From an optimization exercise on the open Yosys and OpenROAD flow, aimed at small area; shortcuts taken in it are not production practice.
Function was checked by simulation only, so behaviour that the tests miss may differ from the original.
No activity file was given, so power comes from the tool's default toggle rates.

==> design.v <==
module RegisterFile(we, rst, clk, data_in, data_out, data_oe, addr, enable_reg);
   input [5:0] addr;
   input we, rst, clk;
   input [31:0] data_in;
   output [31:0] data_out;
   output data_oe;
   input enable_reg;
   wire [32:0] wr;
   wire [32:0] wrn;
   wire [32:0] sel;
   wire [31:0] rowq [0:32];
   wire [32:0] rowr;
   wire [31:0] rdq;
   wire        rdr;
   wire [7:0] pa;
   wire [4:0] pb;
   wire [4:0] pbw;
   genvar i, j;
   generate
      for (i = 0; i < 8; i = i + 1) begin : g_pa
         assign pa[i] = (addr[2:0] == i);
      end
      for (i = 0; i < 5; i = i + 1) begin : g_pb
         assign pb[i]  = (addr[5:3] == i);
         assign pbw[i] = pb[i] & we;
      end
      for (i = 0; i < 33; i = i + 1) begin : g_row
         rf_ctl ctl (.clk(clk), .rst(rst), .a(pa[i % 8]), .b(pb[i / 8]), .bw(pbw[i / 8]),
                     .w(wr[i]), .wn(wrn[i]), .sel(sel[i]));
         rf_row row (.clk(clk), .w(wr[i]), .wn(wrn[i]), .d(data_in), .q(rowq[i]), .r(rowr[i]));
      end
      for (j = 0; j < 32; j = j + 1) begin : g_rd
         wire [32:0] col;
         for (i = 0; i < 33; i = i + 1) begin : g_col
            assign col[i] = rowq[i][j];
         end
         rf_rdbit rd (.sel(sel), .q(col), .o(rdq[j]));
      end
   endgenerate
   rf_rdbit rd_ref (.sel(sel), .q(rowr), .o(rdr));
   assign data_out = rdq ^ {32{rdr}};
   assign data_oe = ~we & enable_reg;
endmodule
module rf_ctl (
   input  wire clk,
   input  wire rst,
   input  wire a,
   input  wire b,
   input  wire bw,
   output wire w,
   output wire wn,
   output wire sel
);
   reg v;
   assign wn  = ~(a & bw);
   assign w   = ~wn;
   assign sel = a & b & v;
   always @(posedge clk or posedge rst) begin
      if (rst) v <= 1'b0;
      else     v <= v | w;
   end
endmodule
module rf_row (
   input  wire        clk,
   input  wire        w,
   input  wire        wn,
   input  wire [31:0] d,
   output wire [31:0] q,
   output reg         r
);
   genvar b;
   generate
      for (b = 0; b < 32; b = b + 1) begin : g_bit
         rf_bit u (.clk(clk), .w(w), .wn(wn), .d(d[b]), .q(q[b]));
      end
   endgenerate
   always @(posedge clk)
      r <= ~(r & wn);
endmodule
module rf_bit (
   input  wire clk,
   input  wire w,
   input  wire wn,
   input  wire d,
   output reg  q
);
   always @(posedge clk)
      q <= ~((q | w) & (d | wn));
endmodule
module rf_rdbit (
   input  wire [32:0] sel,
   input  wire [32:0] q,
   output wire        o
);
   wire [10:0] gn;
   genvar k;
   generate
      for (k = 0; k < 11; k = k + 1) begin : g_grp
         rf_aoi3 g (.s(sel[3*k+2:3*k]), .q(q[3*k+2:3*k]), .on(gn[k]));
      end
   endgenerate
   assign o = ~&gn;
endmodule
module rf_aoi3 (
   input  wire [2:0] s,
   input  wire [2:0] q,
   output wire       on
);
   assign on = ~|(s & q);
endmodule
==> flow/run.sh <==
#!/bin/bash
# The standard ORFS layout (the standard.sh, standard synthesis included), with one
# change: the buffers placed on the input and output ports are sky130_fd_sc_hd__buf_1
# instead of the cell buffer_ports picks by default (a delay buffer, clkdlybuf4s50_1).
set -euo pipefail
export BUFFER_PORTS_ARGS="-buffer_cell sky130_fd_sc_hd__buf_1"
bash standard.sh > standard_flow.log 2>&1
==> standard.sh <==
#!/bin/bash
# synth_recipe.tcl (not shown) runs the flow's synth.tcl, then flattens the netlist and writes it again
# the make line also repeats each setting of config.mk as NAME=value (left out here)
make -C /OpenROAD-flow-scripts/flow DESIGN_CONFIG=/design/flow/config.mk WORK_HOME=/design/flow/orfs CLKGATE_MAP_FILE= SYNTH_SCRIPT=/design/flow/synth_recipe.tcl "${@:-finish}"
==> config.mk <==
export PLATFORM = sky130hd
export DESIGN_NAME = RegisterFile
export DESIGN_NICKNAME = RegisterFile
export VERILOG_FILES = /design/flow/design.v
export SDC_FILE = /design/flow/constraint.sdc
export NUM_CORES = 4
export LEC_CHECK = 0
export CAP_MARGIN = 20
export CORE_MARGIN = 2
export CORE_UTILIZATION = 65
export CTS_BUF_LIST = sky130_fd_sc_hd__clkbuf_4 sky130_fd_sc_hd__clkbuf_8
export CTS_CLUSTER_DIAMETER = 60
export CTS_CLUSTER_SIZE = 15
export GPL_TIMING_DRIVEN = 0
export SLEW_MARGIN = 20
export SYNTH_HIERARCHICAL = 1
export SYNTH_MINIMUM_KEEP_SIZE = 0
==> constraint.sdc <==
create_clock -name core_clock -period 8.0 [get_ports {clk}]
set_input_delay 1.6000 -clock core_clock [delete_from_list [all_inputs] [get_ports {clk}]]
set_output_delay 1.6000 -clock core_clock [all_outputs]
set_load 0.01 [all_outputs]
==> results of run 1 <==
[power by group]
part / total [mW] / internal (mW) / switching (mW)
Sequential: 7.11 / 6.58 / 0.528
Clock: 2.77 / 1.04 / 1.73
Combinational: 0.979 / 0.495 / 0.484
Total: 10.9 / 8.12 / 2.74
[path summary, 6_finish.rpt]
check,end,slack (ns),cells after the start
setup / recovery,data_out[2],0.82,11
hold / removal,g_row[13].row.r$_DFF_P_,0.40,1
setup reg to reg,g_row[22].ctl.v$_DFF_PP0_,7.31,1
hold reg to reg,g_row[13].row.r$_DFF_P_,0.40,1
max in group asynchronous,g_row[5].ctl.v$_DFF_PP0_,6.80,2
min in group asynchronous,g_row[7].ctl.v$_DFF_PP0_,1.02,2
[per-module statistics from Yosys (local to each module, per instance)]
module / cells / flops+latches / area, sq um / copies in the design
rf_bit: 2 / 1 / 26.3 / 1056
rf_ctl: 6 / 1 / 53.8 / 33
rf_aoi3: 1 / 0 / 10.0 / 363
rf_row: 2 / 1 / 23.8 / 33
rf_rdbit: 4 / 0 / 23.8 / 33
RegisterFile: 58 / 0 / 527 / 1
[Yosys cell counts, drive strengths merged]
library cell  count
dfxtp          1089
o22ai          1056
a222oi          363
nand2            66
nand4            66
and3             34
a21o             33
and2             33
dfrtp            33
inv              33
nand3            33
or3              33
xor2             32
buf               7
nor3b             6
and3b             4
nor3              2
nor4bb            2
and4b             1
and4bb            1
nor2b             1
nor4b             1
[layout make-up]
| cell class | instances | area, sq um | share of cell area |
|---|---|---|---|
| sequential | 1122 | 22600 | 0.575 |
| multi-input combinational | 1767 | 12600 | 0.320 |
| timing repair buffer | 135 | 1740 | 0.0441 |
| clock buffer | 99 | 1290 | 0.0327 |
| tap | 696 | 871 | 0.0221 |
| inverter | 33 | 124 | 0.00315 |
| buffer | 7 | 86.3 | 0.00219 |
| antenna | 7 | 17.5 | 0.000445 |
| clock inverter | 2 | 12.5 | 0.000318 |
[sequential cells by signal (all words and copies together) (netlist names)]
name / cells
g_row.ctl.v: 33
g_row.row.r: 33
g_row.row.g_bit.u.q: 1056
[worst max-delay path, cell delays in order]
cell and delay [ns]:
buf_1 0.27, and3b_1 0.50, and3_2 0.44, buf_12 0.22, a222oi_1 0.36, nand4_1 0.50
or3_1 0.56, buf_6 0.16, buf_12 0.17, xor2_1 0.53, buf_1 0.23
[cells by family after synthesis]
family / count (synthesis)
and+or+nand+nor: 283
DFF: 1122
AOI/OAI and AO/OA: 1452
buffers and inverters: 40
xor gates and xnor gates: 32
[cells in the final DEF (no fill, tap or decap), drive strengths merged, types with 4 or more instances in the layout]
| cell type | netlist | layout |
|---|---|---|
| a222oi | 363 | 363 |
| nand2 | 66 | 66 |
| a21o | 33 | 33 |
| or3 | 33 | 33 |
| xor2 | 32 | 32 |
| nand3 | 33 | 33 |
| and3b | 4 | 4 |
| dfrtp | 33 | 33 |
| diode | 0 | 7 |
| clkbuf | 0 | 99 |
| and3 | 34 | 34 |
| buf | 7 | 142 |
| o22ai | 1056 | 1056 |
| dfxtp | 1089 | 1089 |
| and2 | 33 | 33 |
| nor3b | 6 | 6 |
| inv | 33 | 33 |
| nand4 | 66 | 66 |
[metrics by stage]
stage	hold WS, ns	cell area, sq um	worst slack, ns
after global placement	0.373	36400	-0.583
after floorplan	0.366	35300	2.15
after CTS	0.399	39300	1.08
final	0.398	39300	0.821
after detailed placement	0.377	38000	1.09
after global routing	0.415	39300	0.848
[per-layer routing]
metal / part of all wire / GRT usage / wire length [microns] / vias to the layer above
met2: 0.43 / 0.677 / 55800 / 2725
met3: 0.15 / 0.132 / 19000 / 632
li1: - / - / - / 13200
met5: 0.00038 / 0.00346 / 50 / -
met4: 0.075 / 0.286 / 9800 / 8
met1: 0.35 / 0.567 / 45600 / 15500
==> flow_summary.yaml, run 1 <==
critical_path:
  worstPathArrival_ns: 5.58
  crit_required_ns: 6.40
  startpoint: "addr[2]"
  startpoint_type: "input pin"
  crit_path_max_fanout: 25
  crit_type: "input pin to primary output"
  reg2reg_from: "g_row[22].ctl.v$_DFF_PP0_"
  cp-end-kind: "primary output"
synthesis:
  synth.yosys.seq_area_share: 0.642
  synth.distinct_cells: 24
  synthMuxAreaShare: 0
  yosys.area_share.simple: 0.0467
  yosysTopAreaCellShare: 0.618
  synthTopCellsByArea: "dfxtp_1 (62%), o22ai_1 (19%), a222oi_1 (10%), dfrtp_1 (2.3%), nand4_1 (1.2%)"
  synth_seq_cells: 1122
  synthXorXnorAreaFrac: 0.00795
  yosysTopAreaCell: "dfxtp_1"
  syn_inst: 2929
  synth_area_sq_um: 35300
  synth_fa_ha_area_frac: 0
  synth_area_per_cell_sq_um: 12.0
  synth_top_family_by_area: "compound AO/OA/AOI/OAI gates"
  syn_nets: 2971
  yosys_warnings: 10
  synth_compound_area_frac: 0.298
floorplan:
  fp.dieH_microns: 237
  core_area_sq_um: 53700
  die-width_microns: 237
  ios: 75
  start_util: 0.656
  core.rowCount: 85
  fp.dieArea_sq_um: 56100
sta:
  finalSetupViolCount: 0
  period_needed_ns: 7.18
  rsz0062_at_grt: "false"
  hold_viol: 0
  slew_violations: 0
  max_freq_ghz: 0.139
  slew_headroom: 0.282
  finalCritPeriodShare: 0.897
  worst_slew_pin_slew_ns: 1.07
  clock_skew_ns: 0
  setup_tns_ns: 0
layout:
  final_cells: 3868
  final_util: 0.733
  syn_to_final_growth_pct: 11.6
  drive_above_1_share: 0.0979
  final_nets: 3192
  fill_cells: 3655
clocking:
  cts_inserted_buffers: 84
  clkSinkCount: 1122
  clock_latency_ns: 0.71
  path_clk_slew_ns: 0.09
  clock_path_buffers: 3
  hold_buffers: 0
  cts_tree: "done"
  root_buffer: "clkbuf_8"
  ctsResizeCount: 0
  cts_setup_buffers: 0
  cts_max_level: 3
route:
  routedWlPerCell_microns: 33.7
  drt-total-wl_microns: 130000
  drc_errors: 0
  vias: 32100
  ant_nets: 0
  drtIter0Drc: 5844
  first_pass_iters: 13
  via_per_inst: 8.29
pwr:
  p_leak_nw: 14.8
  vdd_drop_max_mv: 0.213
  finalPower_mw: 10.9
  p_per_area_nw_per_um2: 276
placed_design:
  io_buffers: 71
  gp_congestion: 0.867
  dp_cells: 3759
  dpl.hpwl_microns: 77300
grt:
  grt_pass1_wl_microns: 191000
  grt_max_degree: 34
  track_usage: 0.449
  grt_overflow: 0
  grt_pass1_vias: 31100
  antenna_found_initial: 12
worst_hold_path:
  hp-start: "g_row[13].row.r$_DFF_P_"
  worst_hold_path_type: "register to register"
run_status:
  status: "no timing/DRC/antenna violations"
flow_run:
  maxCapViolCount: 0
==> run 2: changes to the inputs <==
--- a/design.v
+++ b/design.v
@@ -15,17 +15,22 @@
    wire [7:0] pa;
    wire [4:0] pb;
    wire [4:0] pbw;
+   reg        live;
+   always @(posedge clk or posedge rst) begin
+      if (rst) live <= 1'b0;
+      else     live <= 1'b1;
+   end
    genvar i, j;
    generate
       for (i = 0; i < 8; i = i + 1) begin : g_pa
          assign pa[i] = (addr[2:0] == i);
       end
       for (i = 0; i < 5; i = i + 1) begin : g_pb
-         assign pb[i]  = (addr[5:3] == i);
-         assign pbw[i] = pb[i] & we;
+         assign pb[i]  = (addr[5:3] == i) & live;
+         assign pbw[i] = (addr[5:3] == i) & we & ~rst;
       end
       for (i = 0; i < 33; i = i + 1) begin : g_row
-         rf_ctl ctl (.clk(clk), .rst(rst), .a(pa[i % 8]), .b(pb[i / 8]), .bw(pbw[i / 8]),
+         rf_ctl ctl (.clk(clk), .live(live), .a(pa[i % 8]), .b(pb[i / 8]), .bw(pbw[i / 8]),
                      .w(wr[i]), .wn(wrn[i]), .sel(sel[i]));
          rf_row row (.clk(clk), .w(wr[i]), .wn(wrn[i]), .d(data_in), .q(rowq[i]), .r(rowr[i]));
       end
@@ -43,7 +48,7 @@
 endmodule
 module rf_ctl (
    input  wire clk,
-   input  wire rst,
+   input  wire live,
    input  wire a,
    input  wire b,
    input  wire bw,
@@ -55,10 +60,8 @@
    assign wn  = ~(a & bw);
    assign w   = ~wn;
    assign sel = a & b & v;
-   always @(posedge clk or posedge rst) begin
-      if (rst) v <= 1'b0;
-      else     v <= v | w;
-   end
+   always @(posedge clk)
+      v <= (v & live) | w;
 endmodule
 module rf_row (
    input  wire        clk,
==> flow/run.sh (replaced) <==
#!/bin/bash
# The standard ORFS layout (the standard.sh, standard synthesis included), with two
# changes:
#  - the buffers placed on the input and output ports are sky130_fd_sc_hd__buf_1 instead of
#    the cell buffer_ports picks by default (a delay buffer, clkdlybuf4s50_1);
set -euo pipefail
export BUFFER_PORTS_ARGS="-buffer_cell sky130_fd_sc_hd__buf_1"
export CTS_ARGS="-sink_clustering_enable -repair_clock_nets -buf_list {sky130_fd_sc_hd__clkbuf_4 sky130_fd_sc_hd__clkbuf_8} -sink_clustering_size 15 -sink_clustering_max_diameter 60 -dont_use_dummy_load"
bash standard.sh > standard_flow.log 2>&1
--- a/config.mk
+++ b/config.mk
@@ -11,7 +11,6 @@
 export CTS_BUF_LIST = sky130_fd_sc_hd__clkbuf_4 sky130_fd_sc_hd__clkbuf_8
 export CTS_CLUSTER_DIAMETER = 60
 export CTS_CLUSTER_SIZE = 15
-export GPL_TIMING_DRIVEN = 0
 export SLEW_MARGIN = 20
 export SYNTH_HIERARCHICAL = 1
 export SYNTH_MINIMUM_KEEP_SIZE = 0
==> run 2 against run 1 <==
  * First-iteration DRC count down 1.8%
  * Register-to-register slack got worse by 0.48 ns
  * Critical endpoint is now data_out[6]
  * Critical path depth fell by 1
  * Worst setup slack better by 0.077 ns
  * Maximum frequency up 1.1%
  * Largest power group unchanged
==> flow_summary.yaml, run 2 <==
sta:
  finalCritPeriodShare: 0.888
  hold_ws_ns: 0.400
  rsz0062_at_grt: "false"
  setup_ws_ns: 0.898
  max_freq_ghz: 0.141
  slew_violations: 0
  hold_viol: 0
  finalSetupViolCount: 0
  clock_skew_ns: 0.0578
  slew_headroom: 0.279
  setup_tns_ns: 0
  period_needed_ns: 7.10
  worst_slew_pin_slew_ns: 1.07
synthesis:
  synthTopCellsByCount: "dfxtp_1 (1,122), o22ai_1 (1,056), a222oi_1 (363)"
  synth_area_per_cell_sq_um: 12.1
  yosysTopAreaCell: "dfxtp_1"
  yosysTopAreaCellShare: 0.641
  synth.yosys.seq_area_share: 0.642
  synth_seq_cells: 1123
  synthTopCellsByArea: "dfxtp_1 (64%), o22ai_1 (19%), a222oi_1 (10%), nand4_1 (1.2%), a22o_1 (0.83%)"
  syn_nets: 2945
  synth_area_sq_um: 35000
  synth.distinct_cells: 26
  yosys_warnings: 10
  synthArstFlopShare: 0.000890
  syn_inst: 2903
  synth_most_common_cell: "dfxtp_1"
  synth_edf_count: 0
  synth_flop_cell: "dfxtp_1"
clocking:
  hold_buffers: 0
  cts_tree: "done"
  ctsResizeCount: 0
  clock_path_buffers: 3
  clock_latency_ns: 0.73
  clkSinkCount: 1123
  cts_max_level: 3
  cts_inserted_buffers: 84
  root_buffer: "clkbuf_8"
  path_clk_slew_ns: 0.09
  cts_setup_buffers: 0
route:
  routedWlPerCell_microns: 32.5
  ant_nets: 0
  drt-total-wl_microns: 125000
  drtIter0Drc: 5740
  vias: 31400
  via_per_inst: 8.18
  first_pass_iters: 8
  drc_errors: 0
layout:
  final_cells: 3841
  final_cell_mix: "dfxtp_1 (1,122), o22ai_1 (1,056), a222oi_1 (363), clkbuf_8 (84), buf_4 (84)"
  final_nets: 3185
  reg_top3: "g_row.row.g_bit.u.q x1056, g_row.ctl.v x33, g_row.row.r x33"
  drive_above_1_share: 0.0796
  largest_register: "g_row.row.g_bit.u.q"
  syn_to_final_growth_pct: 8.37
  final_common_cell: "dfxtp_1"
  largest_register_ffs: 1056
worst_hold_path:
  worst_hold_path_type: "register to register"
floorplan:
  start_util: 0.654
  fp.dieArea_sq_um: 55800
  die-width_microns: 236
  core_area_sq_um: 53600
  core.rowCount: 85
  ios: 75
  fp.dieH_microns: 236
grt:
  grt_util_met2: 0.627
  top_usage_layer: "met2"
  antenna_found_initial: 10
  grt_util_met3: 0.127
  grt_pass1_wl_microns: 185000
  grt_overflow: 0
  track_usage: 0.433
  grt_pass1_vias: 30300
  gr-usage-met1: 0.585
  grt_max_degree: 36
placed_design:
  gp_congestion: 0.856
  dpl.hpwl_microns: 68800
  pre_cts_ws_ns: 1.10
  io_buffers: 74
  dp_cells: 3753
critical_path:
  crit_family: "simple AND/OR/NAND/NOR gates"
  startpoint_type: "input pin"
  crit_type: "input pin to primary output"
  worstPathArrival_ns: 5.50
  crit_required_ns: 6.40
  path_cells: "buf_1 > nand2b_1 > nor3_1 > and3_2 > a222oi_1 > nand4_1 > or3_2 > buf_4 > xor2_1 > buf_1"
  crit_buf_inv: 3
  critical-path-max-stage-delay_ns: 0.89
  crit_top_cell: "buf_1"
  slowest_stage: "and3_2"
  crit_path_max_fanout: 33
  cp-end-kind: "primary output"
pwr:
  switching_share: 0.238
  clockPowerShare: 0.272
  p_leak_nw: 13.8
  p_per_area_nw_per_um2: 258
  vdd_drop_max_mv: 0.210
  switchingPower_mw: 2.33
  finalPower_mw: 9.79
  pwr-share-seq: 0.669
  p_comb_frac: 0.059
  p_int_mw: 7.46
run_status:
  status: "no timing/DRC/antenna violations"
flow_run:
  maxCapViolCount: 0
[run 2: cell types whose count changed after synthesis, sizes merged, moves of 3 or more]
cell	previous run	this run
nand2b	0	3
nor3b	6	3
nor2	0	8
dfrtp	33	1
inv	33	1
dfxtp	1089	1122
a22o	0	33
buf	7	4
a21o	33	0
[run 2: logic make-up after synthesis]
| group | Yosys count | share of synthesized area |
|---|---|---|
| other | 1 | 0.000107 |
| DFF | 1123 | 0.642 |
| buffers and inverters | 5 | 0.00129 |
| and+or+nand+nor | 290 | 0.0481 |
| xor gates and xnor gates | 32 | 0.00800 |
| AOI/OAI and AO/OA | 1452 | 0.301 |
[run 2: per-layer routing]
layer  share of wire  wire length (microns)
met2            0.42                  52400
met4           0.058                   7230
met3            0.14                  18000
met5         0.00051                     64
met1            0.38                  47300
[run 2: area by class of cell]
class	instances	area, sq um
antenna	4	10.0
clock buffer	84	1160
inverter	1	3.75
multi-input combinational	1775	12500
fill	3981	15600
timing repair buffer	158	920
sequential	1123	22500
tap	696	871
[run 2: power groups by stage]
| stage | registers, mW | clock network (mW) | logic [mW] |
|---|---|---|---|
| after CTS | 6.53 | 2.65 | 0.567 |
| after detailed placement | 6.66 | 0 | 0.569 |
| after global routing | 6.61 | 2.85 | 0.630 |
| final | 6.55 | 2.66 | 0.581 |
| after floorplan | 6.57 | 0 | 0.377 |
| after global placement | 6.62 | 0 | 0.525 |
[run 2: stage by stage]
step                      instance area, sq um   util
after floorplan                          35000      -
after global placement                   36800  0.686
after detailed placement                 36800  0.686
after CTS                                38000  0.708
after global routing                     38000  0.708
final                                    38000  0.708
[run 2: modules after synthesis, one instance, submodules excluded]
module        cell area, sq um  times used
rf_ctl                    47.5          33
RegisterFile               510           1
rf_row                    23.8          33
rf_bit                    26.3        1056
rf_aoi3                   10.0         363
rf_rdbit                  23.8          33
[run 2: worst paths after layout]
check                                             start                 endpoint  slack (ns)  depth (start not counted)
worst max-delay path                            addr[5]              data_out[6]        0.90                         10
worst min-delay path            g_row[31].row.r$_DFF_P_  g_row[31].row.r$_DFF_P_        0.40                          1
worst max register to register           live$_DFF_PP0_  g_row[29].ctl.v$_DFF_P_        6.83                          1
worst min register to register  g_row[31].row.r$_DFF_P_  g_row[31].row.r$_DFF_P_        0.40                          1
max in group asynchronous                           rst           live$_DFF_PP0_        7.12                          2
min in group asynchronous                           rst           live$_DFF_PP0_        0.76                          2
==> run 3: changes to the inputs <==
--- a/config.mk
+++ b/config.mk
@@ -7,7 +7,7 @@
 export LEC_CHECK = 0
 export CAP_MARGIN = 20
 export CORE_MARGIN = 2
-export CORE_UTILIZATION = 65
+export CORE_UTILIZATION = 72
 export CTS_BUF_LIST = sky130_fd_sc_hd__clkbuf_4 sky130_fd_sc_hd__clkbuf_8
 export CTS_CLUSTER_DIAMETER = 60
 export CTS_CLUSTER_SIZE = 15
==> run 3 against run 2 <==
  * Power shrank 0.11%
  * Global-route usage rose by 3.3 points
  * Utilization rose by 8.2 points
  * First-iteration DRC count increased by 17%
  * Combinational power rose by 2%
  * Highest routed layer unchanged
  * Critical path depth is the same
  * Via count is 1.5% higher
==> flow_summary.yaml, run 3 <==
pwr:
  p_comb_frac: 0.061
  p_leak_nw: 13.7
  switchingPower_mw: 2.32
  vdd_drop_max_mv: 0.254
  switching_share: 0.237
  clockPowerShare: 0.268
  p_int_mw: 7.46
  pwr-share-seq: 0.671
  finalPower_mw: 9.78
  p_per_area_nw_per_um2: 259
floorplan:
  fp.dieH_microns: 225
  ios: 75
  core.rowCount: 80
  start_util: 0.732
  fp.dieArea_sq_um: 50400
  core_area_sq_um: 47800
  die-width_microns: 225
sta:
  worst_slew_pin_slew_ns: 1.06
  period_needed_ns: 6.81
  setup_tns_ns: 0
  finalSetupViolCount: 0
  max_freq_ghz: 0.147
  hold_ws_ns: 0.400
  hold_viol: 0
  slew_violations: 0
  slew_headroom: 0.292
  clock_skew_ns: 0.0312
  setup_ws_ns: 1.19
  rsz0062_at_grt: "false"
  finalCritPeriodShare: 0.852
placed_design:
  dpl.hpwl_microns: 68800
  placed_area_sq_um: 36600
  pre_cts_ws_ns: 1.35
  io_buffers: 74
  gp_congestion: 0.904
  dp_cells: 3665
route:
  drc_errors: 0
  via_per_inst: 8.51
  drt-total-wl_microns: 122000
  vias: 31900
  drtIter0Drc: 6711
  ant_nets: 0
  routedWlPerCell_microns: 32.4
  first_pass_iters: 11
grt:
  top_usage_layer: "met2"
  antenna_found_initial: 15
  gr-usage-met1: 0.599
  track_usage: 0.466
  grt_overflow: 0
  grt_max_degree: 35
  grt_pass1_vias: 30500
  grt_util_met2: 0.674
  grt_pass1_wl_microns: 180000
  grt_util_met3: 0.158
layout:
  fill_cells: 3075
  final_cell_mix: "dfxtp_1 (1,122), o22ai_1 (1,056), a222oi_1 (363), clkbuf_8 (84), buf_4 (77)"
  postLayoutCellArea_sq_um: 37800
  syn_to_final_growth_pct: 7.95
  final_common_cell: "dfxtp_1"
  reg_top3: "g_row.row.g_bit.u.q x1056, g_row.ctl.v x33, g_row.row.r x33"
  final_cells: 3753
  final_nets: 3178
  drive_above_1_share: 0.0766
  largest_register_ffs: 1056
  largest_register: "g_row.row.g_bit.u.q"
  final_util: 0.790
clocking:
  ctsResizeCount: 0
  path_clk_slew_ns: 0.09
  cts_max_level: 3
  clock_latency_ns: 0.73
  clock_path_buffers: 3
  root_buffer: "clkbuf_8"
  clkSinkCount: 1123
  hold_buffers: 0
  cts_tree: "done"
  cts_inserted_buffers: 84
  cts_setup_buffers: 0
critical_path:
  cp-end-kind: "primary output"
  crit_required_ns: 6.40
  crit_type: "input pin to primary output"
  reg2reg_from: "live$_DFF_PP0_"
  startpoint: "addr[5]"
  worstPathArrival_ns: 5.21
  startpoint_type: "input pin"
  crit_path_max_fanout: 33
synthesis:
  synthTopCellsByCount: "dfxtp_1 (1,122), o22ai_1 (1,056), a222oi_1 (363)"
  syn_nets: 2945
  yosysTopAreaCellShare: 0.641
  synth.yosys.seq_area_share: 0.642
  synth_flop_cell: "dfxtp_1"
  synth_area_per_cell_sq_um: 12.1
  synth_seq_cells: 1123
  synth.distinct_cells: 26
  synthTopCellsByArea: "dfxtp_1 (64%), o22ai_1 (19%), a222oi_1 (10%), nand4_1 (1.2%), a22o_1 (0.83%)"
  yosys_warnings: 10
  synthArstFlopShare: 0.000890
  synth_edf_count: 0
  yosysTopAreaCell: "dfxtp_1"
  syn_inst: 2903
  synth_most_common_cell: "dfxtp_1"
  synth_area_sq_um: 35000
worst_hold_path:
  hp-start: "g_row[31].row.r$_DFF_P_"
  worst_hold_path_type: "register to register"
flow_run:
  maxCapViolCount: 0
run_status:
  status: "no timing/DRC/antenna violations"
run 3: cell counts after synthesis:
Identical to the previous run, type by type.
run 3: cells by family after synthesis:
logic type / count (synthesis) / synth area share
DFF: 1123 / 0.642
AOI/OAI and AO/OA: 1452 / 0.301
xor gates and xnor gates: 32 / 0.00800
buffers and inverters: 5 / 0.00129
and+or+nand+nor: 290 / 0.0481
other: 1 / 0.000107
run 3: power by group through the flow:
stage	logic, mW	registers (mW)	clock network (mW)
final	0.594	6.56	2.63
after global routing	0.638	6.61	2.80
after CTS	0.576	6.54	2.60
after detailed placement	0.577	6.67	0
after global placement	0.527	6.62	0
after floorplan	0.377	6.57	0
run 3: critical path: stages:
cell and delay, ns:
buf_1 0.10, nand2b_1 0.20, nor3_1 0.68, and3_2 1.02, a222oi_1 0.16, nand4_1 0.15
or3_2 0.36, buf_4 0.52, xor2_1 0.23, buf_1 0.17
run 3: final cells by class:
| cell class | instances | area [sq um] | area share |
|---|---|---|---|
| diodes | 4 | 10.0 | 0.000265 |
| clock buffers | 84 | 1160 | 0.0306 |
| flip-flops and latches | 1123 | 22500 | 0.595 |
| repair buffers | 151 | 861 | 0.0228 |
| well taps | 615 | 769 | 0.0203 |
| multi-input cells | 1775 | 12500 | 0.331 |
| inverters | 1 | 3.75 | 0.0000993 |
run 3: path summary, 6_finish.rpt:
check                                           to  slack (ns)  cells after the start
setup reg to reg            g_row[7].ctl.v$_DFF_P_        7.03                      2
hold reg to reg            g_row[31].row.r$_DFF_P_        0.40                      1
hold / removal             g_row[31].row.r$_DFF_P_        0.40                      1
min in group asynchronous           live$_DFF_PP0_        0.79                      2
max in group asynchronous           live$_DFF_PP0_        7.11                      2
setup / recovery                      data_out[23]        1.19                     10
run 3: modules after synthesis, one instance, submodules excluded:
module	area, sq um	cells inside	flops+latches
RegisterFile	510	65	1
rf_aoi3	10.0	1	0
rf_bit	26.3	2	1
rf_ctl	47.5	5	1
rf_rdbit	23.8	4	0
rf_row	23.8	2	1
run 3: metal layers:
metal | wire length [microns] | up-vias
li1 | - | 13200
met1 | 42300 | 15200
met2 | 50600 | 2911
met3 | 20100 | 579
met4 | 8680 | 16
met5 | 116 | -
==> run 4: changes to the inputs <==
--- a/design.v
+++ b/design.v
@@ -9,9 +9,9 @@
    wire [32:0] wrn;
    wire [32:0] sel;
    wire [31:0] rowq [0:32];
-   wire [32:0] rowr;
    wire [31:0] rdq;
-   wire        rdr;
+   wire [31:0] wd;
+   reg         ph;
    wire [7:0] pa;
    wire [4:0] pb;
    wire [4:0] pbw;
@@ -20,6 +20,11 @@
       if (rst) live <= 1'b0;
       else     live <= 1'b1;
    end
+   always @(posedge clk or posedge rst) begin
+      if (rst) ph <= 1'b0;
+      else     ph <= ~ph;
+   end
+   assign wd = data_in ^ {32{ph}};
    genvar i, j;
    generate
       for (i = 0; i < 8; i = i + 1) begin : g_pa
@@ -32,7 +37,7 @@
       for (i = 0; i < 33; i = i + 1) begin : g_row
          rf_ctl ctl (.clk(clk), .live(live), .a(pa[i % 8]), .b(pb[i / 8]), .bw(pbw[i / 8]),
                      .w(wr[i]), .wn(wrn[i]), .sel(sel[i]));
-         rf_row row (.clk(clk), .w(wr[i]), .wn(wrn[i]), .d(data_in), .q(rowq[i]), .r(rowr[i]));
+         rf_row row (.clk(clk), .w(wr[i]), .wn(wrn[i]), .d(wd), .q(rowq[i]));
       end
       for (j = 0; j < 32; j = j + 1) begin : g_rd
          wire [32:0] col;
@@ -42,8 +47,8 @@
          rf_rdbit rd (.sel(sel), .q(col), .o(rdq[j]));
       end
    endgenerate
-   rf_rdbit rd_ref (.sel(sel), .q(rowr), .o(rdr));
-   assign data_out = rdq ^ {32{rdr}};
+   wire hit = |sel;
+   assign data_out = rdq ^ {32{ph & hit}};
    assign data_oe = ~we & enable_reg;
 endmodule
 module rf_ctl (
@@ -68,8 +73,7 @@
    input  wire        w,
    input  wire        wn,
    input  wire [31:0] d,
-   output wire [31:0] q,
-   output reg         r
+   output wire [31:0] q
 );
    genvar b;
    generate
@@ -77,8 +81,6 @@
          rf_bit u (.clk(clk), .w(w), .wn(wn), .d(d[b]), .q(q[b]));
       end
    endgenerate
-   always @(posedge clk)
-      r <= ~(r & wn);
 endmodule
 module rf_bit (
    input  wire clk,
==> run 4 against run 3 <==
  * Still clean on timing, DRC and antenna
  * Flip-flop and latch count is 32 lower
  * Cell count shrank 1.1%
  * Hold slack improved by 0.045 ns
  * Die area fell by 1.5%
  * Synthesized cell count shrank 1.1%
  * Worst setup slack improved by 0.16 ns
  * Power fell by 1.8%
  * Via count grew 0.72%
  * Clock skew is 0.0033 ns higher
  * Register-to-register slack got worse by 2.0 ns
  * Utilization rose by 1.2 points
  * Critical path depth decreased by 2
  * Largest cell class unchanged
==> flow_summary.yaml, run 4 <==
run_status:
  status: "no timing/DRC/antenna violations"
layout:
  largest_register: "g_row.row.g_bit.u.q"
  final_util: 0.802
  drive_above_1_share: 0.0847
  syn_to_final_growth_pct: 10.5
  postLayoutCellArea_sq_um: 38100
  final_cell_mix: "dfxtp_1 (1,089), o22ai_1 (1,056), a222oi_1 (352), clkbuf_8 (82), buf_1 (74)"
  final_common_cell: "dfxtp_1"
  reg_top3: "g_row.row.g_bit.u.q x1056, g_row.ctl.v x33"
  final_nets: 3138
  largest_register_ffs: 1056
  fill_cells: 2933
synthesis:
  synth_seq_cells: 1091
  synth_most_common_cell: "dfxtp_1"
  synthTopCellsByArea: "dfxtp_1 (63%), o22ai_1 (19%), a222oi_1 (10%), nand4_1 (1.2%), a22o_1 (0.84%)"
  yosysTopAreaCellShare: 0.632
  synthArstFlopShare: 0.00183
  synthTopCellsByCount: "dfxtp_1 (1,089), o22ai_1 (1,056), a222oi_1 (352)"
  yosys_warnings: 9
  syn_inst: 2871
  synth_area_per_cell_sq_um: 12.0
  synth_flop_cell: "dfxtp_1"
  synth.yosys.seq_area_share: 0.633
  syn_nets: 2913
  synth.distinct_cells: 29
  synth_area_sq_um: 34500
  yosysTopAreaCell: "dfxtp_1"
  synth_edf_count: 0
clocking:
  ctsResizeCount: 0
  cts_inserted_buffers: 82
  cts_tree: "done"
  clkSinkCount: 1091
  clock_latency_ns: 0.73
  hold_buffers: 0
  path_clk_slew_ns: 0.08
  root_buffer: "clkbuf_8"
  cts_setup_buffers: 0
  clock_path_buffers: 3
  cts_max_level: 3
flow_run:
  maxCapViolCount: 0
sta:
  clock_skew_ns: 0.0345
  max_freq_ghz: 0.150
  hold_viol: 0
  rsz0062_at_grt: "false"
  worst_slew_pin_slew_ns: 1.22
  finalSetupViolCount: 0
  slew_headroom: 0.185
  setup_ws_ns: 1.34
  setup_tns_ns: 0
  finalCritPeriodShare: 0.832
  period_needed_ns: 6.66
  slew_violations: 0
floorplan:
  fp.dieH_microns: 223
  core.rowCount: 80
  die-width_microns: 223
  start_util: 0.726
  fp.dieArea_sq_um: 49700
  ios: 75
  core_area_sq_um: 47500
critical_path:
  crit_family: "simple AND/OR/NAND/NOR gates"
  reg2reg_from: "ph$_DFF_PP0_"
  crit_path_end: "data_out[29]"
  startpoint: "addr[1]"
  slowest_stage: "a222oi_1"
  crit_top_cell: "buf_1"
  cp_num_cells: 8
  critical-path-max-stage-delay_ns: 0.84
  crit_path_max_fanout: 33
  reg2reg_depth: 3
  r2r-end: "g_row[3].row.g_bit[13].u.q$_DFF_P_"
  crit_required_ns: 6.40
  worstPathArrival_ns: 5.06
  crit_type: "input pin to primary output"
  path_cells: "buf_1 > and3b_1 > and3_2 > a222oi_1 > nand4_1 > or3_1 > xnor2_1 > buf_1"
  crit_buf_inv: 2
  cp-end-kind: "primary output"
  r2r_slack_ns: 5.06
  startpoint_type: "input pin"
worst_hold_path:
  hp-start: "g_row[31].row.g_bit[21].u.q$_DFF_P_"
  worst_hold_path_type: "register to register"
route:
  vias: 32200
  drc_errors: 0
  drt-total-wl_microns: 127000
  via_per_inst: 8.66
  routedWlPerCell_microns: 34.2
  first_pass_iters: 10
  ant_nets: 0
  drtIter0Drc: 6952
grt:
  track_usage: 0.490
  grt_overflow: 0
  antenna_found_initial: 8
  grt_max_degree: 36
  grt_pass1_wl_microns: 185000
  grt_pass1_vias: 31100
placed_design:
  gp_congestion: 0.904
  pre_cts_ws_ns: 1.67
  dpl.hpwl_microns: 73200
  io_buffers: 74
  placed_area_sq_um: 36600
pwr:
  vdd_drop_max_mv: 0.214
  p_leak_nw: 13.5
  p_per_area_nw_per_um2: 252
run 4: area by class of cell:
cell class	count	area [sq um]	area share
diodes	2	5.00	0.000131
clock buffers	82	1130	0.0296
inverters	2	7.51	0.000197
multi-input cells	1771	13200	0.346
flip-flops and latches	1091	21900	0.573
well taps	615	769	0.0202
repair buffers	148	1160	0.0303
run 4: metrics by stage:
step                      std cells  power, mW  hold slack [ns]
after floorplan                2871       6.82            0.421
after global placement         3611       6.98            0.428
after detailed placement       3611       7.08            0.436
after CTS                      3693       9.50            0.448
after global routing           3710       9.85            0.458
final                          3711       9.60            0.444
run 4: where the power goes:
group	total, mW	switching (mW)	internal [mW]
registers	6.39	0.347	6.04
logic	0.634	0.313	0.321
clock network	2.58	1.66	0.921
run 4: routing by layer:
layer,share of wire,global-route usage,vias to the layer above
met5,0.00031,0,-
met4,0.089,0.382,6
met3,0.15,0.163,721
met2,0.43,0.722,2934
met1,0.33,0.596,15500
li1,-,-,13000
run 4: how the worst min path moves through the flow:
| stage | endpoint | cells after the start |
|---|---|---|
| 3_3_place_gp | g_row[3].row.g_bit[5].u.q$_DFF_P_ | 1 |
| 3_5_place_dp | g_row[15].row.g_bit[4].u.q$_DFF_P_ | 1 |
| 2_1_floorplan | g_row[0].row.g_bit[0].u.q$_DFF_P_ | 1 |
| 6_report | g_row[31].row.g_bit[21].u.q$_DFF_P_ | 1 |
| 5_1_grt | g_row[29].row.g_bit[21].u.q$_DFF_P_ | 1 |
| 4_1_cts | g_row[9].row.g_bit[21].u.q$_DFF_P_ | 1 |
run 4: kinds of logic (layout without fill, tap and decap cells):
group / after synthesis / count (layout) / synth area share
simple gates: 264 / 264 / 0.0462
other cells: 1 / 3 / 0.000109
compound gates: 1442 / 1442 / 0.303
buf+inv: 9 / 232 / 0.00174
flops: 1091 / 1091 / 0.633
xor+xnor: 64 / 64 / 0.0162
run 4: Yosys stat by module, one instance, submodules excluded, a selection:
module,copies in the design,cells inside,cell area (sq um),flip-flops and latches
rf_rdbit,32,4,23.8,0
rf_ctl,33,5,47.5,1
RegisterFile,1,114,908,2
rf_aoi3,352,1,10.0,0
rf_bit,1056,2,26.3,1
run 4: worst register-to-register path: cells and delay by family (launching register included):
kind | cells | cell delay, ns
xor+xnor | 1 | 1.04
flops | 1 | 0.81
buf+inv | 1 | 0.72
compound gates | 1 | 0.21
==> run 5: changes to the inputs <==
--- a/design.v
+++ b/design.v
@@ -9,9 +9,9 @@
    wire [32:0] wrn;
    wire [32:0] sel;
    wire [31:0] rowq [0:32];
+   wire [32:0] rowr;
    wire [31:0] rdq;
-   wire [31:0] wd;
-   reg         ph;
+   wire        rdr;
    wire [7:0] pa;
    wire [4:0] pb;
    wire [4:0] pbw;
@@ -20,11 +20,6 @@
       if (rst) live <= 1'b0;
       else     live <= 1'b1;
    end
-   always @(posedge clk or posedge rst) begin
-      if (rst) ph <= 1'b0;
-      else     ph <= ~ph;
-   end
-   assign wd = data_in ^ {32{ph}};
    genvar i, j;
    generate
       for (i = 0; i < 8; i = i + 1) begin : g_pa
@@ -37,7 +32,7 @@
       for (i = 0; i < 33; i = i + 1) begin : g_row
          rf_ctl ctl (.clk(clk), .live(live), .a(pa[i % 8]), .b(pb[i / 8]), .bw(pbw[i / 8]),
                      .w(wr[i]), .wn(wrn[i]), .sel(sel[i]));
-         rf_row row (.clk(clk), .w(wr[i]), .wn(wrn[i]), .d(wd), .q(rowq[i]));
+         rf_row row (.clk(clk), .w(wr[i]), .wn(wrn[i]), .d(data_in), .q(rowq[i]), .r(rowr[i]));
       end
       for (j = 0; j < 32; j = j + 1) begin : g_rd
          wire [32:0] col;
@@ -47,8 +42,8 @@
          rf_rdbit rd (.sel(sel), .q(col), .o(rdq[j]));
       end
    endgenerate
-   wire hit = |sel;
-   assign data_out = rdq ^ {32{ph & hit}};
+   rf_rdbit rd_ref (.sel(sel), .q(rowr), .o(rdr));
+   assign data_out = rdq ^ {32{rdr}};
    assign data_oe = ~we & enable_reg;
 endmodule
 module rf_ctl (
@@ -73,7 +68,8 @@
    input  wire        w,
    input  wire        wn,
    input  wire [31:0] d,
-   output wire [31:0] q
+   output wire [31:0] q,
+   output reg         r
 );
    genvar b;
    generate
@@ -81,6 +77,8 @@
          rf_bit u (.clk(clk), .w(w), .wn(wn), .d(d[b]), .q(q[b]));
       end
    endgenerate
+   always @(posedge clk)
+      r <= ~(r & wn);
 endmodule
 module rf_bit (
    input  wire clk,
==> flow/run.sh (replaced) <==
#!/bin/bash
# The standard ORFS layout (the standard.sh, standard synthesis included), with these
# changes:
#  - the buffers placed on the input and output ports are sky130_fd_sc_hd__buf_1 instead of
#    the cell buffer_ports picks by default (a delay buffer, clkdlybuf4s50_1);
#  - timing-driven global placement keeps no resizer changes of its own
#    (GPL_KEEP_OVERFLOW=0); the resize step after placement repairs the design.
set -euo pipefail
export BUFFER_PORTS_ARGS="-buffer_cell sky130_fd_sc_hd__buf_1"
export CTS_ARGS="-sink_clustering_enable -repair_clock_nets -buf_list {sky130_fd_sc_hd__clkbuf_4 sky130_fd_sc_hd__clkbuf_8} -sink_clustering_size 18 -sink_clustering_max_diameter 60 -dont_use_dummy_load"
export GPL_KEEP_OVERFLOW=0
bash standard.sh > standard_flow.log 2>&1
==> config.mk (replaced) <==
export PLATFORM = sky130hd
export DESIGN_NAME = RegisterFile
export DESIGN_NICKNAME = RegisterFile
export VERILOG_FILES = /design/flow/design.v
export SDC_FILE = /design/flow/constraint.sdc
export NUM_CORES = 4
export LEC_CHECK = 0
export CAP_MARGIN = 0
export CORE_MARGIN = 2
export CORE_UTILIZATION = 65
export CTS_BUF_LIST = sky130_fd_sc_hd__clkbuf_4 sky130_fd_sc_hd__clkbuf_8
export CTS_CLUSTER_DIAMETER = 60
export CTS_CLUSTER_SIZE = 18
export SLEW_MARGIN = 0
export SYNTH_HIERARCHICAL = 1
export SYNTH_MINIMUM_KEEP_SIZE = 0
==> run 5 against run 4 <==
  * Global-route usage decreased by 6.7 points
  * Clock skew decreased by 0.018 ns
  * Power decreased by 0.13%
  * Clock power decreased by 5%
  * Die area increased by 12%
  * Worst setup slack got worse by 0.50 ns
  * Critical path depth increased by 2
  * Via count decreased by 4.0%
  * Flip-flop and latch count increased by 32
  * Sequential power increased by 3%
  * Utilization decreased by 10 points
  * Synthesized cell count increased by 1.1%
  * Critical path type unchanged
  * Critical endpoint is now data_out[2]
  * Largest cell class unchanged
==> flow_summary.yaml, run 5 <==
synthesis:
  synth_edf_count: 0
  synthArstFlopShare: 0.000890
  synth_area_per_cell_sq_um: 12.1
  yosysTopAreaCellShare: 0.641
  syn_inst: 2903
  synthTopCellsByArea: "dfxtp_1 (64%), o22ai_1 (19%), a222oi_1 (10%), nand4_1 (1.2%), a22o_1 (0.83%)"
  synth_area_sq_um: 35000
  syn_nets: 2945
  yosys_warnings: 10
  synth_most_common_cell: "dfxtp_1"
  synth_seq_cells: 1123
  synth.distinct_cells: 26
  yosysTopAreaCell: "dfxtp_1"
  synthTopCellsByCount: "dfxtp_1 (1,122), o22ai_1 (1,056), a222oi_1 (363)"
  synth.yosys.seq_area_share: 0.642
  synth_flop_cell: "dfxtp_1"
grt:
  grt_overflow: 0
  grt_pass1_wl_microns: 181000
  grt_max_degree: 36
  track_usage: 0.423
  grt_pass1_vias: 29700
  antenna_found_initial: 13
layout:
  largest_register: "g_row.row.g_bit.u.q"
  final_cells: 3752
  fill_cells: 4014
  multi_input_area_sq_um: 12600
  drive_above_1_share: 0.0705
  final_common_cell: "dfxtp_1"
  largest_register_ffs: 1056
  final_nets: 3095
  final_cell_mix: "dfxtp_1 (1,122), o22ai_1 (1,056), a222oi_1 (363), clkbuf_8 (72), nand4_1 (66)"
  ff_latch_area_sq_um: 22500
  postLayoutCellArea_sq_um: 37400
  reg_top3: "g_row.row.g_bit.u.q x1056, g_row.ctl.v x33, g_row.row.r x33"
  syn_to_final_growth_pct: 6.78
sta:
  slew_headroom: 0.208
  worst_slew_pin_slew_ns: 1.18
  max_freq_ghz: 0.140
  clock_skew_ns: 0.0162
  rsz0062_at_grt: "false"
  period_needed_ns: 7.16
  finalCritPeriodShare: 0.895
  slew_violations: 0
  hold_ws_ns: 0.403
  finalSetupViolCount: 0
  hold_viol: 0
route:
  drt-total-wl_microns: 122000
  ant_nets: 0
  vias: 30900
  drc_errors: 0
  routedWlPerCell_microns: 32.5
  via_per_inst: 8.23
  drtIter0Drc: 6149
  first_pass_iters: 12
pwr:
  vdd_drop_max_mv: 0.178
  p_per_area_nw_per_um2: 256
  p_leak_nw: 13.5
  finalPower_mw: 9.59
critical_path:
  startpoint: "addr[2]"
  r2r_slack_ns: 6.53
  cp-end-kind: "primary output"
  crit_path_max_fanout: 33
  worstPathArrival_ns: 5.56
  startpoint_type: "input pin"
  reg2reg_from: "live$_DFF_PP0_"
  reg2reg_depth: 1
  r2r-end: "g_row[29].ctl.v$_DFF_P_"
  crit_required_ns: 6.40
  crit_type: "input pin to primary output"
  crit_path_end: "data_out[2]"
clocking:
  clock_path_buffers: 3
  ctsResizeCount: 0
  path_clk_slew_ns: 0.10
  cts_max_level: 3
  clkSinkCount: 1123
  clock_latency_ns: 0.69
  root_buffer: "clkbuf_8"
  cts_setup_buffers: 0
  cts_inserted_buffers: 72
  hold_buffers: 0
  cts_tree: "done"
floorplan:
  core.rowCount: 85
  ios: 75
  fp.dieArea_sq_um: 55800
  fp.dieH_microns: 236
  start_util: 0.654
  die-width_microns: 236
  core_area_sq_um: 53600
worst_hold_path:
  worst_hold_path_type: "register to register"
placed_design:
  dp_cells: 3674
  dpl.hpwl_microns: 68500
  placed_area_sq_um: 36300
  io_buffers: 74
  gp_congestion: 0.867
flow_run:
  maxCapViolCount: 0
run_status:
  status: "no timing/DRC/antenna violations"
-- run 5: cell count changes after synthesis, moves of 3 or more --
cell and change:
a222oi_1 +11, xnor2_1 -32, nand2_1 +33, nor4_1 -7, buf_2 -3, dfxtp_1 +33
-- run 5: worst min path at each step --
| stage | to | slack (ns) | cells after the start | start |
|---|---|---|---|---|
| floorplan | g_row[10].row.r$_DFF_P_ | 0.37 | 1 | g_row[10].row.r$_DFF_P_ |
| global placement | g_row[22].row.r$_DFF_P_ | 0.37 | 1 | g_row[22].row.r$_DFF_P_ |
| detailed placement | g_row[32].row.r$_DFF_P_ | 0.38 | 1 | g_row[32].row.r$_DFF_P_ |
| CTS | g_row[23].row.r$_DFF_P_ | 0.40 | 1 | g_row[23].row.r$_DFF_P_ |
| global route | g_row[3].row.r$_DFF_P_ | 0.41 | 1 | g_row[3].row.r$_DFF_P_ |
| finish | g_row[1].row.r$_DFF_P_ | 0.40 | 1 | g_row[1].row.r$_DFF_P_ |
-- run 5: modules after synthesis, one instance, submodules excluded --
module        times used  cells  area [sq um]
rf_rdbit              33      4          23.8
rf_aoi3              363      1          10.0
rf_row                33      2          23.8
rf_ctl                33      5          47.5
rf_bit              1056      2          26.3
RegisterFile           1     65           510
-- run 5: cell type report --
class | instances | share of cell area
antenna | 5 | 0.000335
clock buffer | 72 | 0.0265
inverter | 1 | 0.000100
multi-input combinational | 1775 | 0.337
sequential | 1123 | 0.601
tap | 696 | 0.0233
timing repair buffer | 80 | 0.0117
-- run 5: cells by family (layout without fill, tap and decap cells) --
family,Yosys count,count (layout),synth area share
xor gates and xnor gates,32,32,0.00800
AOI/OAI and AO/OA,1452,1452,0.301
buffers and inverters,5,153,0.00129
other,1,6,0.000107
and+or+nand+nor,290,290,0.0481
DFF,1123,1123,0.642
-- run 5: stage by stage --
step	setup slack, ns	TNS, ns	util
after floorplan	2.38	0	-
after global placement	-0.462	-5.80	0.674
after detailed placement	1.07	0	0.678
after CTS	1.07	0	0.696
after global routing	0.680	0	0.698
final	0.844	0	0.698
-- run 5: routing by layer --
layer	routed length [microns]	vias up	GRT usage
li1	-	13000	-
met1	45300	15100	0.561
met2	52000	2328	0.626
met3	17800	372	0.129
met4	6890	10	0.222
met5	55	-	0
-- run 5: power breakdown --
part / switching, mW / internal [mW] / leakage, nW
logic: 0.283 / 0.291 / 2.96
clock network: 1.65 / 0.816 / 0.518
registers: 0.335 / 6.22 / 9.99
-- run 5: worst max-delay path, stage by stage --
cell and delay (ns):
buf_1 0.29, nand2_1 0.09, nor2_1 0.90, and3_2 1.00
a222oi_1 0.21, nand4_1 0.18, or3_2 0.42, buf_12 0.30
xor2_1 0.37, buf_1 0.19
==> run 6: changes to the inputs <==
--- a/config.mk
+++ b/config.mk
@@ -7,7 +7,7 @@
 export LEC_CHECK = 0
 export CAP_MARGIN = 0
 export CORE_MARGIN = 2
-export CORE_UTILIZATION = 65
+export CORE_UTILIZATION = 72
 export CTS_BUF_LIST = sky130_fd_sc_hd__clkbuf_4 sky130_fd_sc_hd__clkbuf_8
 export CTS_CLUSTER_DIAMETER = 60
 export CTS_CLUSTER_SIZE = 18
==> run 6 against run 5 <==
  * The layout now fails its checks (capacitance limit, slew limit)
  * Cell count down 2.2%
  * Flip-flop and latch count unchanged
  * Combinational power up 1%
  * Via count up 1.4%
  * Utilization up 8.2 points
  * Clock skew up 0.0026 ns
  * Critical path depth down 1
  * Maximum frequency up 1.1%
  * Power up 0.22%
  * Clock-buffer cell count unchanged
  * Sequential share of layout area up 0.15 points
  * Critical path type unchanged
  * Highest routed layer unchanged
==> flow_summary.yaml, run 6 <==
run_status:
  status: "finished with violations"
  so_faults: "capacitance limit, slew limit"
clocking:
  path_clk_slew_ns: 0.10
  clkSinkCount: 1123
  cts_inserted_buffers: 72
  cts_setup_buffers: 0
  clock_path_buffers: 3
  cts_tree: "done"
  root_buffer: "clkbuf_8"
  clock_latency_ns: 0.71
  cts_max_level: 3
  ctsResizeCount: 0
  hold_buffers: 0
layout:
  final_cell_mix: "dfxtp_1 (1,122), o22ai_1 (1,056), a222oi_1 (363), clkbuf_8 (72), nand4_1 (66)"
  syn_to_final_growth_pct: 6.51
  final_util: 0.780
  largest_register: "g_row.row.g_bit.u.q"
  fill_cells: 3155
  largest_register_ffs: 1056
  drive_above_1_share: 0.0692
  reg_top3: "g_row.row.g_bit.u.q x1056, g_row.ctl.v x33, g_row.row.r x33"
  final_common_cell: "dfxtp_1"
  final_nets: 3095
critical_path:
  path_cells: "buf_1 > nor3b_2 > and3_2 > a222oi_1 > nand4_1 > or3_2 > buf_12 > xor2_1 > buf_1"
  crit_required_ns: 6.40
  crit_path_max_fanout: 33
  worstPathArrival_ns: 5.48
  crit_type: "input pin to primary output"
  slowest_stage: "and3_2"
  cp-end-kind: "primary output"
  critical-path-max-stage-delay_ns: 0.99
  crit_top_cell: "buf_1"
  startpoint_type: "input pin"
sta:
  slew_headroom: -0.00319
  worst_slew_pin_slew_ns: 1.50
  rsz0062_at_grt: "false"
  setup_tns_ns: 0
  slew_violations: 34
  period_needed_ns: 7.08
  finalCritPeriodShare: 0.885
  finalSetupViolCount: 0
  hold_viol: 0
  max_freq_ghz: 0.141
  clock_skew_ns: 0.0188
pwr:
  p_leak_nw: 13.5
  p_per_area_nw_per_um2: 258
  vdd_drop_max_mv: 0.212
synthesis:
  synthTopCellsByCount: "dfxtp_1 (1,122), o22ai_1 (1,056), a222oi_1 (363)"
  synth_area_sq_um: 35000
  synth_seq_cells: 1123
  yosys_warnings: 10
  synth_most_common_cell: "dfxtp_1"
  yosysTopAreaCell: "dfxtp_1"
  yosysTopAreaCellShare: 0.641
  synth_edf_count: 0
  synthTopCellsByArea: "dfxtp_1 (64%), o22ai_1 (19%), a222oi_1 (10%), nand4_1 (1.2%), a22o_1 (0.83%)"
  syn_nets: 2945
  synth.distinct_cells: 26
  synthArstFlopShare: 0.000890
  synth_flop_cell: "dfxtp_1"
  syn_inst: 2903
  synth.yosys.seq_area_share: 0.642
  synth_area_per_cell_sq_um: 12.1
floorplan:
  fp.dieH_microns: 225
  core_area_sq_um: 47800
  start_util: 0.732
  die-width_microns: 225
  core.rowCount: 80
  fp.dieArea_sq_um: 50400
  ios: 75
route:
  ant_nets: 0
  drt-total-wl_microns: 120000
  routedWlPerCell_microns: 32.8
  via_per_inst: 8.53
  first_pass_iters: 7
  drc_errors: 0
  vias: 31300
  drtIter0Drc: 6600
grt:
  track_usage: 0.460
  grt_overflow: 0
  grt_pass1_wl_microns: 177000
  antenna_found_initial: 13
  grt_max_degree: 36
  grt_pass1_vias: 29800
placed_design:
  gp_congestion: 0.901
  io_buffers: 74
  dpl.hpwl_microns: 67800
worst_hold_path:
  worst_hold_path_type: "register to register"
flow_run:
  maxCapViolCount: 1
## run 6: cell types whose count changed in the layout (fill, tap and decap cells not counted)
cell,delta
nor3b_2,+1
nor3_2,+1
nor3_4,-1
buf_6,-1
nand2_2,-5
buf_8,+1
buf_16,+1
nor3b_1,-1
buf_2,-1
diode_2,-2
nand2_1,+5
## run 6: layer usage
layer | vias to the layer above | wire length [microns] | track usage
li1 | 13000 | - | -
met1 | 15100 | 42600 | 0.593
met2 | 2685 | 50000 | 0.660
met3 | 489 | 19400 | 0.160
met4 | 8 | 8430 | 0.298
met5 | - | 49 | 0
## run 6: layout make-up
cell class / count / area [sq um] / share of cell area
flip-flops and latches: 1123 / 22500 / 0.603
multi-input cells: 1775 / 12600 / 0.337
clock buffers: 72 / 991 / 0.0266
well taps: 615 / 769 / 0.0206
repair buffers: 80 / 463 / 0.0124
diodes: 3 / 7.51 / 0.000201
inverters: 1 / 3.75 / 0.000101
## run 6: metrics by stage
stage	setup WS (ns)	instance area, sq um	hold WS [ns]	std cells	power (mW)
6_report	0.919	37300	0.404	3669	9.61
5_1_grt	0.879	37300	0.413	3669	9.89
4_1_cts	0.881	37200	0.402	3664	9.55
3_5_place_dp	0.897	36200	0.376	3592	7.23
3_3_place_gp	-0.353	36000	0.374	3588	7.13
2_1_floorplan	2.38	35000	0.366	2903	6.95
## run 6: worst paths after layout
kind,depth (start not counted),startpoint,slack [ns],endpoint
min,1,g_row[22].row.r$_DFF_P_,0.40,g_row[22].row.r$_DFF_P_
min in group asynchronous,2,rst,0.77,live$_DFF_PP0_
max,9,addr[1],0.92,data_out[5]
min reg2reg,1,g_row[22].row.r$_DFF_P_,0.40,g_row[22].row.r$_DFF_P_
max reg2reg,1,live$_DFF_PP0_,6.50,g_row[7].ctl.v$_DFF_P_
max in group asynchronous,2,rst,7.13,live$_DFF_PP0_
## run 6: modules after synthesis (local to each module, per instance)
module / copies in the design / area, sq um / flip-flops and latches / cells
rf_rdbit: 33 / 23.8 / 0 / 4
rf_row: 33 / 23.8 / 1 / 2
RegisterFile: 1 / 510 / 1 / 65
rf_bit: 1056 / 26.3 / 1 / 2
rf_ctl: 33 / 47.5 / 1 / 5
rf_aoi3: 363 / 10.0 / 0 / 1
## run 6: critical path: cells and delay by family
family	cells	cell delay, ns
AO/OA/AOI/OAI	1	0.29
XOR/XNOR	1	0.18
buffers and inverters	3	0.77
AND/OR/NAND/NOR	4	2.62
## run 6: where the power goes
part | switching (mW) | internal (mW) | leakage, nW | total (mW)
combinational | 0.290 | 0.291 | 2.96 | 0.581
sequential | 0.342 | 6.22 | 9.99 | 6.56
clock | 1.66 | 0.815 | 0.518 | 2.47
## run 6: cell families after synthesis
family / count (synthesis) / share of synthesized area
buffers and inverters: 5 / 0.00129
xor gates and xnor gates: 32 / 0.00800
DFF: 1123 / 0.642
other: 1 / 0.000107
AOI/OAI and AO/OA: 1452 / 0.301
and+or+nand+nor: 290 / 0.0481
==> run 7: changes to the inputs <==
--- a/config.mk
+++ b/config.mk
@@ -7,10 +7,11 @@
 export LEC_CHECK = 0
 export CAP_MARGIN = 0
 export CORE_MARGIN = 2
-export CORE_UTILIZATION = 72
+export CORE_UTILIZATION = 65
 export CTS_BUF_LIST = sky130_fd_sc_hd__clkbuf_4 sky130_fd_sc_hd__clkbuf_8
 export CTS_CLUSTER_DIAMETER = 60
 export CTS_CLUSTER_SIZE = 18
+export PLACE_DENSITY = 0.85
 export SLEW_MARGIN = 0
 export SYNTH_HIERARCHICAL = 1
 export SYNTH_MINIMUM_KEEP_SIZE = 0
==> run 7 against run 6 <==
  * Register-to-register slack better by 0.04 ns
  * Critical path type is now register to primary output
  * Power up 0.21%
  * Hold slack worse by 0.0023 ns
  * Global-route usage down 4.0 points
  * Final area up 0.21%
  * Sequential power about the same
  * Area after synthesis unchanged
  * Clock power about the same
  * Critical path depth unchanged
  * Clock-buffer cell count up 1
  * Wire length up 1.1%
  * The layout still fails its checks (capacitance limit, slew limit)
==> flow_summary.yaml, run 7 <==
synthesis:
  synth_edf_count: 0
  yosys_warnings: 10
  yosysTopAreaCell: "dfxtp_1"
  syn_inst: 2903
  syn_nets: 2945
  synthTopCellsByArea: "dfxtp_1 (64%), o22ai_1 (19%), a222oi_1 (10%), nand4_1 (1.2%), a22o_1 (0.83%)"
  synth.yosys.seq_area_share: 0.642
  synth_area_per_cell_sq_um: 12.1
  synthArstFlopShare: 0.000890
  synth_area_sq_um: 35000
  synth.distinct_cells: 26
  synthTopCellsByCount: "dfxtp_1 (1,122), o22ai_1 (1,056), a222oi_1 (363)"
  synth_seq_cells: 1123
  yosysTopAreaCellShare: 0.641
  synth_most_common_cell: "dfxtp_1"
  synth_flop_cell: "dfxtp_1"
layout:
  final_common_cell: "dfxtp_1"
  largest_register_ffs: 1056
  largest_register: "g_row.row.g_bit.u.q"
  syn_to_final_growth_pct: 6.74
  final_nets: 3095
  final_cell_mix: "dfxtp_1 (1,122), o22ai_1 (1,056), a222oi_1 (363), clkbuf_8 (73), nand4_1 (66)"
  drive_above_1_share: 0.0649
  final_util: 0.698
  final_cells: 3752
  reg_top3: "g_row.row.g_bit.u.q x1056, g_row.ctl.v x33, g_row.row.r x33"
  fill_cells: 3804
sta:
  finalCritPeriodShare: 0.869
  slew_headroom: -0.00830
  slew_violations: 34
  setup_tns_ns: 0
  worst_slew_pin_slew_ns: 1.51
  finalSetupViolCount: 0
  max_freq_ghz: 0.144
  hold_ws_ns: 0.401
  hold_viol: 0
  period_needed_ns: 6.96
  clock_skew_ns: 0.0461
  rsz0062_at_grt: "false"
run_status:
  so_faults: "capacitance limit, slew limit"
  status: "finished with violations"
grt:
  gr-usage-met1: 0.529
  grt_pass1_wl_microns: 181000
  grt_util_met3: 0.172
  grt_pass1_vias: 30300
  top_usage_layer: "met2"
  grt_overflow: 0
  grt_max_degree: 36
  track_usage: 0.420
  antenna_found_initial: 10
  grt_util_met2: 0.601
critical_path:
  crit_path_max_fanout: 35
  cp-end-kind: "primary output"
  startpoint: "live$_DFF_PP0_"
  reg2reg_from: "live$_DFF_PP0_"
  crit_type: "register to primary output"
  crit_required_ns: 6.40
  startpoint_type: "register"
  worstPathArrival_ns: 5.36
route:
  routedWlPerCell_microns: 32.4
  vias: 31600
  ant_nets: 0
  first_pass_iters: 13
  drtIter0Drc: 6569
  drc_errors: 0
  drt-total-wl_microns: 122000
  via_per_inst: 8.42
clocking:
  cts_setup_buffers: 0
  ctsResizeCount: 0
  clock_path_buffers: 3
  cts_inserted_buffers: 73
  path_clk_slew_ns: 0.10
  clock_latency_ns: 0.73
  clkSinkCount: 1123
  cts_tree: "done"
  hold_buffers: 0
  cts_max_level: 3
  root_buffer: "clkbuf_8"
floorplan:
  fp.dieArea_sq_um: 55800
  fp.dieH_microns: 236
  ios: 75
  core.rowCount: 85
  die-width_microns: 236
  start_util: 0.654
  core_area_sq_um: 53600
placed_design:
  io_buffers: 74
  gp_congestion: 0.953
  dpl.hpwl_microns: 69900
  dp_cells: 3673
pwr:
  vdd_drop_max_mv: 0.216
  p_leak_nw: 13.5
  p_per_area_nw_per_um2: 258
worst_hold_path:
  hp-start: "g_row[28].row.r$_DFF_P_"
  worst_hold_path_type: "register to register"
flow_run:
  maxCapViolCount: 2
## run 7: cell counts after synthesis
Identical to the previous run, type by type.
## run 7: modules after synthesis, one instance, submodules excluded
| module | flops+latches | area, sq um |
|---|---|---|
| rf_aoi3 | 0 | 10.0 |
| rf_row | 1 | 23.8 |
| rf_rdbit | 0 | 23.8 |
| rf_bit | 1 | 26.3 |
| rf_ctl | 1 | 47.5 |
| RegisterFile | 1 | 510 |
## run 7: routing by layer
| metal | up-vias | routed length (microns) |
|---|---|---|
| met2 | 2623 | 50800 |
| li1 | 13000 | - |
| met1 | 15400 | 42400 |
| met4 | 8 | 8330 |
| met3 | 497 | 20200 |
| met5 | - | 57 |
## run 7: cells by family after synthesis
group | synth area share
AND/OR/NAND/NOR | 0.0481
buffers and inverters | 0.00129
flip-flops | 0.642
XOR/XNOR | 0.00800
AO/OA/AOI/OAI | 0.301
other | 0.000107
## run 7: worst paths after layout
check / depth (start not counted) / slack [ns] / end
setup / recovery: 9 / 1.04 / data_out[30]
min in group asynchronous: 2 / 0.80 / live$_DFF_PP0_
setup reg to reg: 1 / 6.54 / g_row[7].ctl.v$_DFF_P_
hold / removal: 1 / 0.40 / g_row[28].row.r$_DFF_P_
max in group asynchronous: 2 / 7.10 / live$_DFF_PP0_
hold reg to reg: 1 / 0.40 / g_row[28].row.r$_DFF_P_
## run 7: through the flow
step                      setup WS, ns  area [sq um]  power [mW]
after floorplan                   2.38         35000        6.95
after global placement          0.0473         36100        7.14
after detailed placement         0.869         36300        7.24
after CTS                        0.849         37300        9.56
after global routing             0.915         37400        9.90
final                             1.04         37400        9.63
## run 7: final cells by class
cell class                      instances  area (sq um)  share of cell area
Clock buffer                           73          1000              0.0269
Inverter                                1          3.75            0.000100
Timing Repair Buffer                   79           448              0.0120
Sequential cell                      1123         22500               0.601
Multi-Input combinational cell       1775         12600               0.336
Antenna cell                            5          12.5            0.000335
Tap cell                              696           871              0.0233
## run 7: worst max-delay path: stages (launching register included)
cell	delay [ns]
dfrtp_1	1.13
nand2b_1	0.26
nor3_1	0.76
and3_2	0.92
a222oi_1	0.27
nand4_1	0.16
or3_2	0.44
buf_12	0.30
xor2_1	0.22
buf_1	0.18
## run 7: power by group
part | total (mW) | switching, mW | leakage [nW] | internal (mW)
logic | 0.588 | 0.297 | 2.94 | 0.291
clock network | 2.47 | 1.65 | 0.525 | 0.826
registers | 6.57 | 0.352 | 9.99 | 6.22
total | 9.63 | 2.30 | 13.5 | 7.34

-- afterwards: timing with drivers on the ports --
How much do the figures lean on ideal ports? The routed layouts below were timed once more, with nothing changed but the port constraints.
Step 1 (the two cells are an assumption about what drives the block):
set clk [get_ports {clk}]
set_driving_cell -lib_cell sky130_fd_sc_hd__clkbuf_16 $clk
set_driving_cell -lib_cell sky130_fd_sc_hd__buf_2 [delete_from_list [all_inputs] $clk]
Step 2, shift: input delay + t, output delay - t, t = (earliest + latest rising clock arrival at the registers) / 2. This alone moves slack from input paths to output paths.
a / b / c = ideal ports / drivers / drivers and shift; a / b = the first two.
run | t (ns) | setup slack, ns | worst hold slack (ns) | worst setup path at the end
run 1 | 0.777 | 0.821 / 0.751 / 0.751 | 0.398 / 0.398 / 0.398 | input to output
run 2 | 0.762 | 0.898 / 0.832 / 0.832 | 0.400 / 0.400 / 0.400 | input to output
run 3 | 0.774 | 1.186 / 1.104 / 1.104 | 0.400 / 0.400 / 0.400 | input to output
run 4 | 0.774 | 1.342 / 1.295 / 1.295 | 0.444 / 0.444 / 0.444 | input to output
run 5 | 0.750 | 0.844 / 0.748 / 0.748 | 0.403 / 0.403 / 0.403 | input to output
run 6 | 0.764 | 0.919 / 0.817 / 0.817 | 0.404 / 0.404 / 0.404 | input to output
run 7 | 0.750 | 1.044 / 0.950 / 0.950 | 0.401 / 0.401 / 0.401 | input to output
The setup slack of run 6, which loses most, moves by -0.102 ns with the drivers and by -0.102 ns with both steps.
